From an optimization exercise on the open Yosys and OpenROAD flow, aimed at small area and a short achievable clock period; shortcuts taken in it are not production practice.
At most, simulation tests tie the RTL to the original design; equivalence was not proved.

## run A
## qrs
module qrs(
input clk,
input reset,
input signed [15:0] data_in,
output  signed [15:0] up,
output  signed [15:0] low,
output  signed [15:0] low_out,
output  signed [15:0] high,
output  signed [15:0] high_out,
output  signed [15:0] deri_out,
output  signed [15:0] sqr_out,
output  signed [15:0] avg_out,
output  signed [15:0] data_out
    );
Size in the first run: ~2,300 cells after synthesis, roughly 560 flip-flops, about 160 I/O pins, roughly 26,000 um2 of cells after synthesis.
clock: 25.0 ns
lec_check: 0
cap_margin: 20
core_margin: 2
core_utilization: 40
slew_margin: 20
standard.sh (not shown) runs the stock make flow with config.mk's settings and CLKGATE_MAP_FILE= SYNTH_SCRIPT=/design/flow/synth_recipe.tcl, a recipe that flattens the netlist after the stock synthesis.
==> flow/flow/run.sh <==
#!/bin/bash
# Standard layout, with plain buf_1 cells as the port buffers and a clock tree
# of clkbuf_4 cells without dummy loads. Everything else is the standard.sh.
set -euo pipefail
export BUFFER_PORTS_ARGS="-buffer_cell sky130_fd_sc_hd__buf_1"
export CTS_ARGS="-sink_clustering_enable -repair_clock_nets -dont_use_dummy_load -buf_list sky130_fd_sc_hd__clkbuf_4"
bash standard.sh finish > standard_flow.log 2>&1
Run A ran to completion and came out clean on the timing, DRC and antenna checks.
The inputs of run B differ from those of run A as listed below.
==> flow/run.sh (new file) <==
#!/bin/bash
# synth_recipe.tcl (not shown) runs the flow's synth.tcl, then flattens the netlist and writes it again
# the make line also repeats each setting of config.mk as NAME=value (left out here)
make -C /OpenROAD-flow-scripts/flow DESIGN_CONFIG=/design/flow/config.mk WORK_HOME=/design/flow/orfs CLKGATE_MAP_FILE= SYNTH_SCRIPT=/design/flow/synth_recipe.tcl finish
removed: flow/flow/run.sh
removed: flow/standard.sh
Findings:
- Looking at finished layout cell area, run B sits 6.7% higher than run A does.
- Run B vs run A: total cell area at the placement stage up by a few percent
- Between run B and run A, non-clock buffer count is lower for run B, run A comes in above that.
Changes in run C relative to run B:
==> flow/flow/run.sh (new file) <==
#!/bin/bash
# Standard layout, with plain buf_2 cells as the port buffers and a clock tree
# of clkbuf_8 cells without dummy loads. Everything else is the standard.sh.
set -euo pipefail
export BUFFER_PORTS_ARGS="-buffer_cell sky130_fd_sc_hd__buf_2"
export CTS_ARGS="-sink_clustering_enable -repair_clock_nets -dont_use_dummy_load -buf_list sky130_fd_sc_hd__clkbuf_8"
bash standard.sh finish > standard_flow.log 2>&1
==> flow/standard.sh (new file) <==
#!/bin/bash
# synth_recipe.tcl (not shown) runs the flow's synth.tcl, then flattens the netlist and writes it again
# the make line also repeats each setting of config.mk as NAME=value (left out here)
make -C /OpenROAD-flow-scripts/flow DESIGN_CONFIG=/design/flow/config.mk WORK_HOME=/design/flow/orfs CLKGATE_MAP_FILE= SYNTH_SCRIPT=/design/flow/synth_recipe.tcl "${@:-finish}"
removed: flow/run.sh
No stage failed in run C, and the final checks on the layout all came back clean.
Comparing run B against run C, there is no change at all in antenna violation net count after detailed routing.
Comparing run B with run C, the via density per instance came out essentially unchanged.
Going from run B to run C, the wire length of the first global-routing pass was found to have gone down by about 0.32%.
Between run C and run B, the least setup slack across all paths after layout is lower for run B.
Run C can be clocked faster than run B.
Function was not checked in any run of this note: the RTL went through the layout flow alone.

---

Another version of the RTL of qrs (not shown whole).
For scale: roughly 530 flip-flops, about 160 I/O pins, about 0.026 mm2 of cells after synthesis.
Settings: LEC_CHECK=0, ABC_AREA=1, CAP_MARGIN=20, CORE_MARGIN=2, CORE_UTILIZATION=40, SLEW_MARGIN=20; clock period 25.0 ns.
==> flow/flow/run.sh <==
#!/bin/bash
# Standard layout (the standard.sh), with plain buf_1 cells as the port
# buffers, a clock tree of clkbuf_16 cells in sink clusters of up to 25
# without dummy loads, and timing repair asked to leave 15.9 ns of setup slack.
set -euo pipefail
export BUFFER_PORTS_ARGS="-buffer_cell sky130_fd_sc_hd__buf_1"
export CTS_ARGS="-sink_clustering_enable -repair_clock_nets -dont_use_dummy_load -buf_list sky130_fd_sc_hd__clkbuf_16 -sink_clustering_size 25 -sink_clustering_max_diameter 90"
bash standard.sh SETUP_SLACK_MARGIN=15.9 finish > standard_flow.log 2>&1
Rerun with:
--- a/flow/flow/run.sh
+++ b/flow/flow/run.sh
@@ -4 +4 @@
-# without dummy loads, and timing repair asked to leave 15.9 ns of setup slack.
+# without dummy loads, and timing repair asked to leave 16.1 ns of setup slack.
@@ -8 +8 @@
-bash standard.sh SETUP_SLACK_MARGIN=15.9 finish > standard_flow.log 2>&1
+bash standard.sh SETUP_SLACK_MARGIN=16.1 finish > standard_flow.log 2>&1
Effect:
- via count barely changes
- clock skew goes down by 0.0092 ns
- synthesized area is unchanged
- final cell count goes up by 0.57%
- routed wire length goes up by 1.8%
- utilization goes up by 0.69 points
- clock-buffer cell count goes up by 3
- global-route usage goes up by 0.16 points
Rerun with:
==> flow/flow/run.sh (replaced) <==
#!/bin/bash
# Standard layout (the standard.sh), with plain buf_1 cells as the port
# buffers, a clock tree of clkbuf_16 cells in sink clusters of up to 30
# without dummy loads, and timing repair asked to leave 15.9 ns of setup slack.
set -euo pipefail
export BUFFER_PORTS_ARGS="-buffer_cell sky130_fd_sc_hd__buf_1"
export CTS_ARGS="-sink_clustering_enable -repair_clock_nets -dont_use_dummy_load -buf_list sky130_fd_sc_hd__clkbuf_16 -sink_clustering_size 30 -sink_clustering_max_diameter 100"
bash standard.sh SETUP_SLACK_MARGIN=15.9 finish > standard_flow.log 2>&1
--- a/flow/config.mk
+++ b/flow/config.mk
@@ -11 +11 @@
-export CORE_UTILIZATION = 40
+export CORE_UTILIZATION = 50
Outcome: The new run completed without violations; global-route usage goes up by 4.3 points; design area fell by a few percent; routed wire length barely changes; worst setup slack gets better by 0.034 ns.
Rerun with:
==> flow/flow/run.sh (replaced) <==
#!/bin/bash
# Standard layout (the standard.sh), with plain buf_2 cells as the port
# buffers, a clock tree of clkbuf_16 cells in sink clusters of up to 25
# without dummy loads, and timing repair asked to leave 15.7 ns of setup slack.
set -euo pipefail
export BUFFER_PORTS_ARGS="-buffer_cell sky130_fd_sc_hd__buf_2"
export CTS_ARGS="-sink_clustering_enable -repair_clock_nets -dont_use_dummy_load -buf_list sky130_fd_sc_hd__clkbuf_16 -sink_clustering_size 25 -sink_clustering_max_diameter 90"
bash standard.sh SETUP_SLACK_MARGIN=15.7 finish > standard_flow.log 2>&1
--- a/flow/config.mk
+++ b/flow/config.mk
@@ -11 +11 @@
-export CORE_UTILIZATION = 50
+export CORE_UTILIZATION = 40
=> The new run ran to the end with no violations; die area went up by about 25%; clock skew goes down by 0.0082 ns; synthesized area is unchanged; cell area rose by about 1.1%; clock-buffer cell count grows by 9; setup slack degrades by 0.15 ns.
Rerun with:
==> flow/flow/run.sh (replaced) <==
#!/bin/bash
# Standard layout (the standard.sh), with plain buf_1 cells as the port
# buffers, a clock tree of clkbuf_16 cells in sink clusters of up to 30
# without dummy loads, and timing repair asked to leave 15.9 ns of setup slack.
set -euo pipefail
export BUFFER_PORTS_ARGS="-buffer_cell sky130_fd_sc_hd__buf_1"
export CTS_ARGS="-sink_clustering_enable -repair_clock_nets -dont_use_dummy_load -buf_list sky130_fd_sc_hd__clkbuf_16 -sink_clustering_size 30 -sink_clustering_max_diameter 100"
bash standard.sh SETUP_SLACK_MARGIN=15.9 finish > standard_flow.log 2>&1
Effect: Worst setup slack gains 0.11 ns; first-iteration DRC count falls by 6.1%; cell count barely changes; final area barely changes; core utilization falls by 0.13 points; clock skew is higher by 0.033 ns; wire length came out lower by 1.9%; register-to-register slack improves by 0.17 ns; maximum frequency increases by 1.2%.

## port drivers added, routing unchanged
In the flow no input, the clock included, has a driving cell. The finished layouts below were timed again as built, in two steps.
Step 1 assumes that a clkbuf_16 drives the clock port and a buf_2 every other input.
Step 2 adds t to the input delays and takes it off the output delays; t is the mean of the earliest and latest rising clock arrival at the registers after step 1. Input paths then give back, and output paths get back, about the clock's delay inside the block.
Slacks: ideal / step 1 / step 2; pairs: ideal / step 1.
| run | shift t [ns] | slack for setup (ns) | worst setup path after step 2 |
|---|---|---|---|
| run A | 0.958 | 12.863 / 12.806 / 12.925 | input to register |
| run B | 0.672 | 12.910 / 12.851 / 12.605 | input to register |
| run C | 0.681 | 13.272 / 13.218 / 12.848 | input to register |
| the first run of note 2 | 0.648 | 16.050 / 16.046 / 15.445 | input to register |
| the second run of note 2 | 0.597 | 16.057 / 16.077 / 15.480 | input to register |
| the third run of note 2 | 0.624 | 16.091 / 16.095 / 15.489 | input to register |
| the fourth run of note 2 | 0.595 | 15.938 / 15.979 / 15.385 | input to register |
| the fifth run of note 2 | 0.633 | 16.043 / 16.061 / 15.454 | input to register |
After both steps setup and hold are still met in every run listed. For the first run of note 2, which loses most, drivers alone change the setup slack by -0.004 ns; drivers and shift together by -0.605 ns.
